This is an optimization exercise on Yosys and OpenROAD, whose aim is small area, a short achievable clock period and few clock cycles per item, not a production implementation.
Function was checked by simulation only, so behaviour that the tests miss may differ from the original.

Setup of try-delta:
==> flow/design.v <==
module ALU #(
    parameter WIDTH = 32
)(
    input [WIDTH-1:0] num_1,
    input [WIDTH-1:0] num_2,
    input [WIDTH-1:0] sub_reg_input,
    input [3:0] opcode,
    input clk,
    output [WIDTH-1:0] result,
    output [WIDTH-1:0] sub_reg_result,
    output done,
    output [3:0] flag
);
    reg  [3:0] op_r;      
    reg        first_r;   
    reg        rdy_r;     
    reg  [3:0] cnt;
    reg        mul_r;     
    reg        div_r;     
    wire same = (opcode == op_r);
    assign done = rdy_r & same;
    wire s_add = (opcode == 4'd0);
    wire s_sub = (opcode == 4'd1);
    wire s_mul = (opcode == 4'd2);
    wire s_div = (opcode == 4'd3);
    wire s_neg = (opcode == 4'd4);
    wire s_and = (opcode == 4'd5);
    wire s_or  = (opcode == 4'd6);
    wire s_xor = (opcode == 4'd7);
    wire s_not = (opcode == 4'd8);
    wire s_idle = opcode[3] & (opcode[2:0] != 3'd0);
    reg [33:0] H;       
    reg [32:0] L;       
    reg [31:0] Yr;      
    reg        dinv;    
    reg        ovf_r;   
    reg        sz_r;    
    reg        neg_r;   
    reg        w_r;     
    always @(posedge clk) begin
        Yr   <= opcode[0] ? (num_2 ^ {32{~num_2[31]}}) : num_1;
        dinv <= ~num_2[31];
    end
    wire [35:0] ys = {{4{Yr[31]}}, Yr};
    wire        sz = sub_reg_input[31];
    wire        sd = num_2[31];
    wire [31:0] n_hi = sub_reg_input ^ {32{sz}};
    wire [31:0] n_lo = num_1 ^ {32{sz}};
    wire [35:0] a_s = {{4{num_1[31]}}, num_1};
    wire [35:0] b_s = {{4{num_2[31]}}, num_2};
    wire        st_inv = opcode[2] | (opcode[1] ? ~sd : opcode[0]);
    wire [32:0] st_x   = opcode[2] ? 33'd0 : (opcode[1] ? {1'b0, n_hi} : a_s[32:0]);
    wire [32:0] st_y   = opcode[2] ? ~a_s[32:0] : (b_s[32:0] ^ {33{st_inv}});
    wire [32:0] S0     = st_x + st_y + {32'd0, st_inv};    
    function [2:0] booth;   
        input b1, b0, bm;
        booth = {b1, (b1 & ~b0 & ~bm) | (~b1 & b0 & bm), b0 ^ bm};
    endfunction
    reg  [2:0]  bt0, bt1;    
    wire [35:0] y0 = ((bt0[0] ? ys : 36'd0) | (bt0[1] ? {ys[34:0], 1'b0} : 36'd0)) ^ {36{bt0[2]}};
    wire [35:0] y1 = ((bt1[0] ? {ys[33:0], 2'b0} : 36'd0) | (bt1[1] ? {ys[32:0], 3'b0} : 36'd0)) ^ {36{bt1[2]}};
    wire [35:0] hx = {{2{H[33]}}, H};
    wire [35:0] cs_s = hx ^ y0 ^ y1;
    wire [35:0] cs_c = {(hx[34:0] & y0[34:0]) | (hx[34:0] & y1[34:0]) | (y0[34:0] & y1[34:0]), bt1[2]};
    wire [35:0] P = {H, L[32], L[31]};        
    wire [35:0] dm1 = ys;                     
    wire [35:0] dm2 = {ys[34:0], dinv};       
    wire [35:0] S2 = P + dm2 + {35'd0, dinv};
    wire        g2 = ~S2[35];
    wire [35:0] d3_s = P ^ dm1 ^ dm2;
    wire [35:0] d3_c = {(P[34:0] & dm1[34:0]) | (P[34:0] & dm2[34:0]) | (dm1[34:0] & dm2[34:0]), dinv};
    wire [35:0] a1 = mul_r ? cs_s : (g2 ? d3_s : P);
    wire [35:0] b1 = mul_r ? cs_c : (g2 ? d3_c : dm1);
    wire        c1 = mul_r ? bt0[2] : dinv;
    wire [35:0] S1 = a1 + b1 + {35'd0, c1};
    wire        g1 = ~S1[35];
    wire e1 = &S1, e2 = &S2;
    wire        st_arith = s_add | s_sub | s_neg;
    wire [31:0] l_other = s_mul ? num_2 :
                          s_div ? n_lo :
                          s_and ? (num_1 & num_2) :
                          s_or  ? (num_1 | num_2) :
                          s_xor ? (num_1 ^ num_2) : ~num_1;
    wire [33:0] r_new = g1 ? S1[33:0] : g2 ? S2[33:0] : P[33:0];
    always @(posedge clk) begin
        op_r  <= opcode;
        mul_r <= s_mul;
        div_r <= s_div;
        if (s_idle) begin
            first_r <= 1'b1;
            rdy_r   <= 1'b0;
        end else if (first_r) begin
            first_r <= 1'b0;
            rdy_r   <= ~(s_mul | s_div) | (s_div & ~S0[32]);
            cnt     <= 4'd0;
        end else if (rdy_r | ~same) begin
            first_r <= 1'b1;
            rdy_r   <= 1'b0;
        end else begin
            cnt     <= cnt + 4'd1;
            rdy_r   <= mul_r ? (cnt == 4'd7) : (cnt == 4'd15);
        end
    end
    always @(posedge clk) begin
        if (first_r) begin
            H     <= s_div ? {2'b0, n_hi} : 34'd0;
            L[32:1] <= st_arith ? S0[31:0] : l_other;
            L[0]  <= 1'b0;
            bt0   <= booth(num_2[1], num_2[0], 1'b0);
            bt1   <= booth(num_2[3], num_2[2], num_2[1]);
            ovf_r <= (st_arith & (S0[32] ^ S0[31])) | (s_div & ~S0[32]);
            sz_r  <= s_div & sz;
            neg_r <= s_div & (sz ^ sd);
            w_r   <= s_div & sz & (&S0);
        end else begin
            H     <= mul_r ? {{2{S1[35]}}, S1[35:4]} : r_new;
            L     <= mul_r ? {S1[3:0], L[32:5], L[0]} : {L[30:1], g2, g1, L[0]};
            bt0   <= booth(L[6], L[5], L[4]);
            bt1   <= booth(L[8], L[7], L[6]);
            w_r   <= sz_r & (e1 | e2 | (w_r & L[32] & L[31]));
        end
    end
    wire [32:0] q = {1'b0, L[32:1] ^ {32{neg_r}}} + {32'd0, neg_r ^ w_r};
    wire l_nz = |L[32:1];
    wire lo_nz  = |L[31:1];
    wire lo_one = &L[31:1];
    wire range_ovf = L[32] & (neg_r ? (lo_nz | w_r) : 1'b1) | (~neg_r & w_r & lo_one);
    wire div_ovf = div_r & (ovf_r | range_ovf);
    assign result = div_ovf ? 32'd0 : q[31:0];
    assign sub_reg_result = (mul_r | (div_r & ~div_ovf & ~w_r)) ? (H[31:0] ^ {32{sz_r}}) : 32'd0;
    assign flag[3] = div_ovf | (~div_r & ovf_r);
    assign flag[2] = div_ovf | (~l_nz & ~w_r & (~mul_r | (H[31:0] == 32'd0)));
    assign flag[1] = ~div_ovf & (mul_r ? H[31] : q[31]);
    assign flag[0] = ~div_r & ovf_r;
endmodule
clock: 11.0 ns
lec_check: 0
abc_area: 1
cap_margin: 20
core_margin: 2
core_utilization: 40
place_density: 0.6
setup_slack_margin: 5
slew_margin: 20
tns_end_percent: 10
standard.sh (not shown) runs the stock make flow with config.mk's settings and CLKGATE_MAP_FILE= SYNTH_SCRIPT=/design/flow/synth_recipe.tcl, a recipe that flattens the netlist after the stock synthesis.
==> flow/flow/run.sh <==
#!/bin/bash
# The standard layout (the standard.sh: ORFS synth .. finish), with the
# ports buffered by buf_2 cells instead of the delay cells buffer_ports picks.
# Clock period and constraints unchanged.
set -euo pipefail
bash standard.sh finish "BUFFER_PORTS_ARGS=-buffer_cell sky130_fd_sc_hd__buf_2" > standard.log 2>&1
Every stage of the flow completed for try-delta, and the final layout passed the timing, design-rule and antenna checks.
Testbench counts of try-delta, summed over its fixed seeds: cycles 159,008, ops 24,000.
## Diff of input files: try-tundra against try-delta
- clearing ABC_AREA, which used to be 1
- clearing TNS_END_PERCENT, which used to be 10
==> flow/run.sh (new file) <==
#!/bin/bash
# synth_recipe.tcl (not shown) runs the flow's synth.tcl, then flattens the netlist and writes it again
# the make line also repeats each setting of config.mk as NAME=value (left out here)
make -C /OpenROAD-flow-scripts/flow DESIGN_CONFIG=/design/flow/config.mk WORK_HOME=/design/flow/orfs CLKGATE_MAP_FILE= SYNTH_SCRIPT=/design/flow/synth_recipe.tcl finish
removed: flow/flow/run.sh
removed: flow/standard.sh
Notes after the runs:
- Compared to try-delta, try-tundra leaves less free space in the core.
- try-tundra vs try-delta — number of buffers and inverters on the critical path dropped 4.
- In try-tundra, the number of clock buffers in the layout came out 3 below the value in try-delta.
- try-tundra: finished layout cell area higher than try-delta
- try-delta -> try-tundra: count of placed standard cells in the final layout, fillers left out decreased by more than 10%
- Compared try-tundra vs try-delta, and growth of design area from synthesis to finish is up in try-tundra.
- Changes observed in try-tundra relative to try-delta: non-clock buffer count now sits higher; shortest period the worst path allows moved up; required time reported for the critical path endpoint went up.
What try-umber does differently from try-tundra at the input level:
==> flow/flow/run.sh (new file) <==
#!/bin/bash
# The standard layout (the standard.sh: ORFS synth .. finish), with the
# ports buffered by buf_2 cells instead of the delay cells buffer_ports picks.
# Setup repair aims 5.3 ns below the period. Clock period and constraints unchanged.
set -euo pipefail
bash standard.sh finish "BUFFER_PORTS_ARGS=-buffer_cell sky130_fd_sc_hd__buf_2" SETUP_SLACK_MARGIN=5.3 > standard.log 2>&1
==> flow/standard.sh (new file) <==
#!/bin/bash
# synth_recipe.tcl (not shown) runs the flow's synth.tcl, then flattens the netlist and writes it again
# the make line also repeats each setting of config.mk as NAME=value (left out here)
make -C /OpenROAD-flow-scripts/flow DESIGN_CONFIG=/design/flow/config.mk WORK_HOME=/design/flow/orfs CLKGATE_MAP_FILE= SYNTH_SCRIPT=/design/flow/synth_recipe.tcl "${@:-finish}"
removed: flow/run.sh
==> run notes <==
Relative to try-tundra, the first-pass GRT wire length measured on try-umber has increased slightly. Core utilization: higher on try-umber. Diff try-umber..try-tundra | met2 usage | negligible. The setup slack number comes out higher for try-umber vs try-tundra. On try-umber: clock buffer instance count of the final layout is 1 higher than what try-tundra gave. Between try-umber and try-tundra, buffer share of cell area is lower for try-umber, try-tundra comes in above that. Between try-umber and try-tundra, the CTS sink count does not differ in any meaningful way. Summary: with try-tundra as the reference, via count in try-umber moved up by a few percent. try-umber vs try-tundra on critical path depth: try-umber is the higher one.

[port drivers added, routing unchanged]
The flow's constraints put no driver on any port. The routed layouts listed below were extracted and timed again, unchanged, in two steps.
Step 1 sets driving cells, clkbuf_16 on the clock port and buf_2 on the other inputs (assumed; they add their load-dependent delay and slew).
Step 2 times the ports against the registers' clock, not the clock port: input delays grow and output delays shrink by t, the midpoint of the rising clock arrivals with the driver on.
Three values: no drivers, after step 1, after step 2; two values: the first two.
| run | t, ns | setup WS [ns] | cell pins on the clock port's net |
|---|---|---|---|
| try-delta | 0.521 | 5.061 / 5.037 / 4.701 | 1 |
| try-tundra | 0.512 | 5.003 / 5.032 / 4.520 | 1 |
| try-umber | 0.512 | 5.166 / 5.106 / 4.594 | 1 |
After both steps every run listed still meets setup and hold. The setup slack of try-umber, which loses most, moves by -0.060 ns with the drivers and by -0.572 ns with both steps.
